Context: an optimization exercise on an open-source flow, tuned for small area. The choices shown serve that exercise and are no tape-out recipe. Function was checked by simulation only, so behaviour that the tests miss may differ from the original. Power figures rest on the tool's default switching activity, not on a simulated workload.

umber:
==> flow/design.v <==
module top (
	input clk12MHz,
	input rst,
	input SPI_MISO_IN,
	output SPI_CLK_OUT,
	output SPI_MOSI_OUT,
	output SPI_CS_OUT,
	output led1,
	output led2,
	output led3,
	output led4,
	output led5,
	output led6,
	output led7,
	output led8,
	output lcol1,
	output lcol2,
	output lcol3,
	output lcol4
	);
	reg [1:0] ph;         
	reg [11:0] tmr;       
	reg state;            
	reg [3:0] sc;         
	reg first_done;       
	reg miso_bit;         
	reg [7:0] din;        
	reg [3:0] p;
	always @(*) begin
		case ({ph, tmr[1:0]})
			4'b00_00: p = 4'd0;
			4'b01_01: p = 4'd1;
			4'b10_10: p = 4'd2;
			4'b00_11: p = 4'd3;
			4'b01_00: p = 4'd4;
			4'b10_01: p = 4'd5;
			4'b00_10: p = 4'd6;
			4'b01_11: p = 4'd7;
			4'b10_00: p = 4'd8;
			4'b00_01: p = 4'd9;
			4'b01_10: p = 4'd10;
			4'b10_11: p = 4'd11;
			default:  p = 4'bxxxx;
		endcase
	end
	wire c1 = (p == 4'd0);                          
	wire c2 = (p == 4'd1);                          
	wire c8 = (p == 4'd7);                          
	wire spi_hi = (p >= 4'd1) && (p <= 4'd6);       
	wire win_m = (p >= 4'd2) && (p <= 4'd6);        
	wire win_2 = (p >= 4'd2) && (p <= 4'd7);        
	wire was_load = state & ((sc == 4'd8) | ((sc == 4'd0) & ~first_done));
	wire rst_d = ~state & ~sc[3] & tmr[1];
	always @(posedge clk12MHz) begin
		if (rst) begin
			ph <= 2'd2;
			tmr <= 12'hfff;
		end else begin
			ph <= (ph == 2'd2) ? 2'd0 : ph + 2'd1;
			tmr <= tmr + 12'd1;
		end
	end
	always @(posedge clk12MHz) begin
		if (rst) begin
			state <= 1'b0;
			sc <= 4'd0;
			first_done <= 1'b0;
		end else if (c2) begin
			if (state) begin
				sc <= sc + 4'd1;
				if (sc == 4'd7) state <= 1'b0;
			end else
				state <= 1'b1;
			if (sc[3]) first_done <= 1'b1;
		end
	end
	always @(posedge clk12MHz)
		if (c1 && state) miso_bit <= SPI_MISO_IN;
	always @(posedge clk12MHz)
		if (c8 && !was_load) din <= {din[6:0], miso_bit};
	function [7:0] pat(input [2:0] j);
		pat = (16'hd9ff << j) >> 8;
	endfunction
	wire ff_c = ~state | (first_done & ~sc[3]);
	wire zero_c = ~first_done & (sc == 4'd0);
	function [7:0] view(input prev, input zero, input ff, input st, input [2:0] k);
		if (zero & (prev | ~st)) view = 8'h00;
		else if (ff) view = 8'hff;
		else view = pat(k - {2'b00, prev});
	endfunction
	wire [7:0] col1 = {state, 3'b111, ~sc};
	wire [7:0] col2 = view(win_2, zero_c, ff_c, state, sc[2:0]);
	wire [7:0] col3 = din;
	wire [7:0] mosi_v = view(win_m, zero_c, ff_c, state, sc[2:0]);
	reg [7:0] leds;
	reg [3:0] lcol;
	always @(*) begin
		if (rst_d) begin
			leds = 8'h00;
			lcol = 4'b0000;
		end else case (tmr[11:10])
			2'b00: begin leds = col1;  lcol = 4'b1110; end
			2'b01: begin leds = col2;  lcol = 4'b1101; end
			2'b10: begin leds = col3;  lcol = 4'b1011; end
			default: begin leds = 8'hff; lcol = 4'b0111; end
		endcase
	end
	assign { led8, led7, led6, led5, led4, led3, led2, led1 } = leds;
	assign { lcol4, lcol3, lcol2, lcol1 } = lcol;
	assign SPI_CS_OUT = c2 ? (state & (sc == 4'd7)) : ~state;
	assign SPI_CLK_OUT = state & ~spi_hi;
	assign SPI_MOSI_OUT = mosi_v[7];
endmodule
clock: 10.0 ns
lec_check: 0
cap_margin: 20
core_margin: 2
core_utilization: 40
slew_margin: 20
standard.sh (not shown) runs the stock make flow with config.mk's settings and CLKGATE_MAP_FILE= SYNTH_SCRIPT=/design/flow/synth_recipe.tcl, a recipe that flattens the netlist after the stock synthesis.
==> flow/flow/run.sh <==
#!/bin/bash
# Own layout flow: the standard synthesis, then its combinational logic
# re-mapped for area (flip-flops untouched), then the standard layout steps
# with 1x port buffers.
set -euo pipefail
W=$PWD
F=$W/flow
R=$W/orfs/results/$FLOW_PLATFORM/top/base
export LIB=$FLOW_HOME/platforms/$FLOW_PLATFORM/lib/sky130_fd_sc_hd__tt_025C_1v80.lib
export WORKDIR=$W

bash standard.sh synth > $W/run_synth.log 2>&1
cp $R/1_2_yosys.v $W/1_2_yosys_standard.v

export NETLIST_IN=$W/1_2_yosys_standard.v
export NETLIST_OUT=$W/1_2_yosys_reopt.v
export ABC_SCRIPT=$F/area.abc
yosys -c $F/reopt.ys > $W/run_reopt.log 2>&1

cp $NETLIST_OUT $R/1_2_yosys.v
rm -f $R/1_synth.odb $R/1_synth.sdc
bash standard.sh BUFFER_PORTS_ARGS="-buffer_cell sky130_fd_sc_hd__buf_1" \
  CTS_ARGS="-sink_clustering_enable -repair_clock_nets -buf_list sky130_fd_sc_hd__clkbuf_8 -root_buf sky130_fd_sc_hd__clkbuf_8 -sink_clustering_size 40 -sink_clustering_max_diameter 200 -dont_use_dummy_load" \
  finish > $W/run_finish.log 2>&1
==> flow/flow/area.abc <==
strash
balance; rewrite; refactor; balance; rewrite; rewrite -z; balance; refactor -z; rewrite -z; balance
balance; rewrite; refactor; balance; rewrite; rewrite -z; balance; refactor -z; rewrite -z; balance
dch -f
amap
topo
==> flow/flow/reopt.ys <==
# Re-map the combinational logic of the standard synthesis for area. The
# flip-flops stay as they are (same instances, names and cells): their cells
# are black boxes here, so only the logic between them is re-mapped.
yosys read_liberty -ignore_miss_func $::env(LIB)
yosys read_verilog $::env(NETLIST_IN)
yosys hierarchy -top $::env(FLOW_TOP)
yosys blackbox =*__df* =*__edf* =*__sdf* =*__sedf* =*__dl*
yosys flatten
yosys rename -hide w:*.*
yosys opt_clean -purge
yosys abc -liberty $::env(LIB) -dont_use *probe* -dont_use *lpflow* -script $::env(ABC_SCRIPT)
yosys opt_clean -purge
yosys hilomap -singleton -hicell sky130_fd_sc_hd__conb_1 HI -locell sky130_fd_sc_hd__conb_1 LO
yosys tee -o $::env(WORKDIR)/reopt_stat.txt stat -liberty $::env(LIB) $::env(FLOW_TOP)
yosys select $::env(FLOW_TOP)
yosys write_verilog -noattr -noexpr -nohex -nodec -selected $::env(NETLIST_OUT)
umber has completed all stages; timing, DRC and antenna checks passed.
[inputs] garnet vs umber
==> flow/flow/run.sh <==
#!/bin/bash
# Own layout flow: the standard synthesis, then its combinational logic
# re-mapped for area (flip-flops untouched; the smallest of a few ABC
# scripts is kept), then the standard layout steps with 1x port buffers and
# a small clock tree.
set -euo pipefail
W=$PWD
F=$W/flow
R=$W/orfs/results/$FLOW_PLATFORM/top/base
export LIB=$FLOW_HOME/platforms/$FLOW_PLATFORM/lib/sky130_fd_sc_hd__tt_025C_1v80.lib

bash standard.sh synth > $W/run_synth.log 2>&1
cp $R/1_2_yosys.v $W/1_2_yosys_standard.v

export NETLIST_IN=$W/1_2_yosys_standard.v
for s in abc1 abc2 abc3; do
  ( NETLIST_OUT=$W/reopt_$s.v ABC_SCRIPT=$F/$s.abc \
    yosys -c $F/reopt.ys > $W/run_reopt_$s.log 2>&1 || true ) &
done
wait
best=""; best_area=""
for s in abc1 abc2 abc3; do
  [[ -f $W/reopt_$s.v.stat ]] || continue
  a=$(awk '/Chip area/ {print $NF}' $W/reopt_$s.v.stat)
  echo "$s $a" >> $W/reopt_areas.txt
  if [[ -z "$best" ]] || awk -v a="$a" -v b="$best_area" 'BEGIN{exit !(a<b)}'; then
    best=$s; best_area=$a
  fi
done
echo "best $best $best_area" >> $W/reopt_areas.txt

cp $W/reopt_$best.v $R/1_2_yosys.v
rm -f $R/1_synth.odb $R/1_synth.sdc
bash standard.sh BUFFER_PORTS_ARGS="-buffer_cell sky130_fd_sc_hd__buf_1" \
  CTS_ARGS="-sink_clustering_enable -repair_clock_nets -buf_list sky130_fd_sc_hd__clkbuf_4 -root_buf sky130_fd_sc_hd__clkbuf_4 -sink_clustering_size 30 -dont_use_dummy_load" \
  finish > $W/run_finish.log 2>&1
==> flow/flow/abc1.abc (new file) <==
strash
balance; rewrite; refactor; balance; rewrite; rewrite -z; balance; refactor -z; rewrite -z; balance
balance; rewrite; refactor; balance; rewrite; rewrite -z; balance; refactor -z; rewrite -z; balance
dch -f
amap
topo
==> flow/flow/abc2.abc (new file) <==
strash
&get -n
&deepsyn -T 60
&put
dch -f
amap
topo
==> flow/flow/abc3.abc (new file) <==
strash
&get -n
&deepsyn -T 60 -S 7
&put
strash
dch -f
amap
strash
dch -f
amap
topo
-- flow/flow/reopt.ys --
<<< umber, line 13
yosys hilomap -singleton -hicell sky130_fd_sc_hd__conb_1 HI -locell sky130_fd_sc_hd__conb_1 LO
yosys tee -o $::env(WORKDIR)/reopt_stat.txt stat -liberty $::env(LIB) $::env(FLOW_TOP)
yosys select $::env(FLOW_TOP)
>>> garnet, line 13
yosys hilomap -singleton -hicell sky130_fd_sc_hd__conb_1 HI -locell sky130_fd_sc_hd__conb_1 LO
yosys tee -o $::env(NETLIST_OUT).stat stat -liberty $::env(LIB) $::env(FLOW_TOP)
yosys select $::env(FLOW_TOP)
removed: flow/flow/area.abc
[summary]
Fmax: garnet below umber. Per the comparison of garnet with umber, post-route standard cell area excluding fillers decreased about 10%; detailed-routing wirelength on met1 decreased about 9%; hold slack decreased 0.025 ns; cell count after placement decreased 32. Per the comparison of garnet with umber, combinational share of power moved down; critical path depth rose by 3. umber → garnet: sequential power ~0 delta, global-route usage ~0 delta.
Input changes introduced in pepper (baseline for comparison: garnet):
==> flow/flow/run.sh <==
#!/bin/bash
# Own layout flow: the standard synthesis, then its combinational logic
# re-mapped for area (flip-flops untouched), then the standard layout steps
# with 1x port buffers.
set -euo pipefail
W=$PWD
F=$W/flow
R=$W/orfs/results/$FLOW_PLATFORM/top/base
export LIB=$FLOW_HOME/platforms/$FLOW_PLATFORM/lib/sky130_fd_sc_hd__tt_025C_1v80.lib
export WORKDIR=$W

bash standard.sh synth > $W/run_synth.log 2>&1
cp $R/1_2_yosys.v $W/1_2_yosys_standard.v

export NETLIST_IN=$W/1_2_yosys_standard.v
export NETLIST_OUT=$W/1_2_yosys_reopt.v
export ABC_SCRIPT=$F/area.abc
yosys -c $F/reopt.ys > $W/run_reopt.log 2>&1

cp $NETLIST_OUT $R/1_2_yosys.v
rm -f $R/1_synth.odb $R/1_synth.sdc
bash standard.sh BUFFER_PORTS_ARGS="-buffer_cell sky130_fd_sc_hd__buf_1" \
  CTS_ARGS="-sink_clustering_enable -repair_clock_nets -buf_list sky130_fd_sc_hd__clkbuf_4 -root_buf sky130_fd_sc_hd__clkbuf_4 -sink_clustering_size 30 -dont_use_dummy_load" \
  finish > $W/run_finish.log 2>&1
==> flow/flow/area.abc (new file) <==
strash
balance; rewrite; refactor; balance; rewrite; rewrite -z; balance; refactor -z; rewrite -z; balance
balance; rewrite; refactor; balance; rewrite; rewrite -z; balance; refactor -z; rewrite -z; balance
dch -f
amap
topo
-- flow/flow/reopt.ys --
<<< garnet, line 13
yosys hilomap -singleton -hicell sky130_fd_sc_hd__conb_1 HI -locell sky130_fd_sc_hd__conb_1 LO
yosys tee -o $::env(NETLIST_OUT).stat stat -liberty $::env(LIB) $::env(FLOW_TOP)
yosys select $::env(FLOW_TOP)
>>> pepper, line 13
yosys hilomap -singleton -hicell sky130_fd_sc_hd__conb_1 HI -locell sky130_fd_sc_hd__conb_1 LO
yosys tee -o $::env(WORKDIR)/reopt_stat.txt stat -liberty $::env(LIB) $::env(FLOW_TOP)
yosys select $::env(FLOW_TOP)
removed: flow/flow/abc1.abc
removed: flow/flow/abc2.abc
removed: flow/flow/abc3.abc
==> run notes <==
- Comparing pepper and garnet, the higher die width is on pepper.
- Between pepper and garnet, it is pepper whose count of standard-cell rows is higher, by 1.
- pepper gives more synthesized netlist cell count than garnet did.

[static timing again, ports no longer ideal]
The results above use ideal ports. As a check the final layouts listed here were re-extracted and re-timed, cells and wires unchanged. Step 1: set_driving_cell puts a clkbuf_16 on clk12MHz and a buf_2 on each other input, an assumption about the parent block. Step 2, shift: input delay + t, output delay - t, t = (earliest + latest rising clock arrival at the registers) / 2. This alone moves slack from input paths to output paths. Slacks: no drivers / after step 1 / after step 2; pairs: no drivers / after step 1.
run	t (ns)	setup slack, ns	hold WS [ns]
umber	0.297	5.172 / 5.146 / 5.443	0.443 / 0.443 / 0.443
garnet	0.340	4.999 / 4.977 / 5.317	0.418 / 0.418 / 0.418
pepper	0.351	5.120 / 5.096 / 5.447	0.449 / 0.449 / 0.449
After both steps every run listed still meets setup and hold.
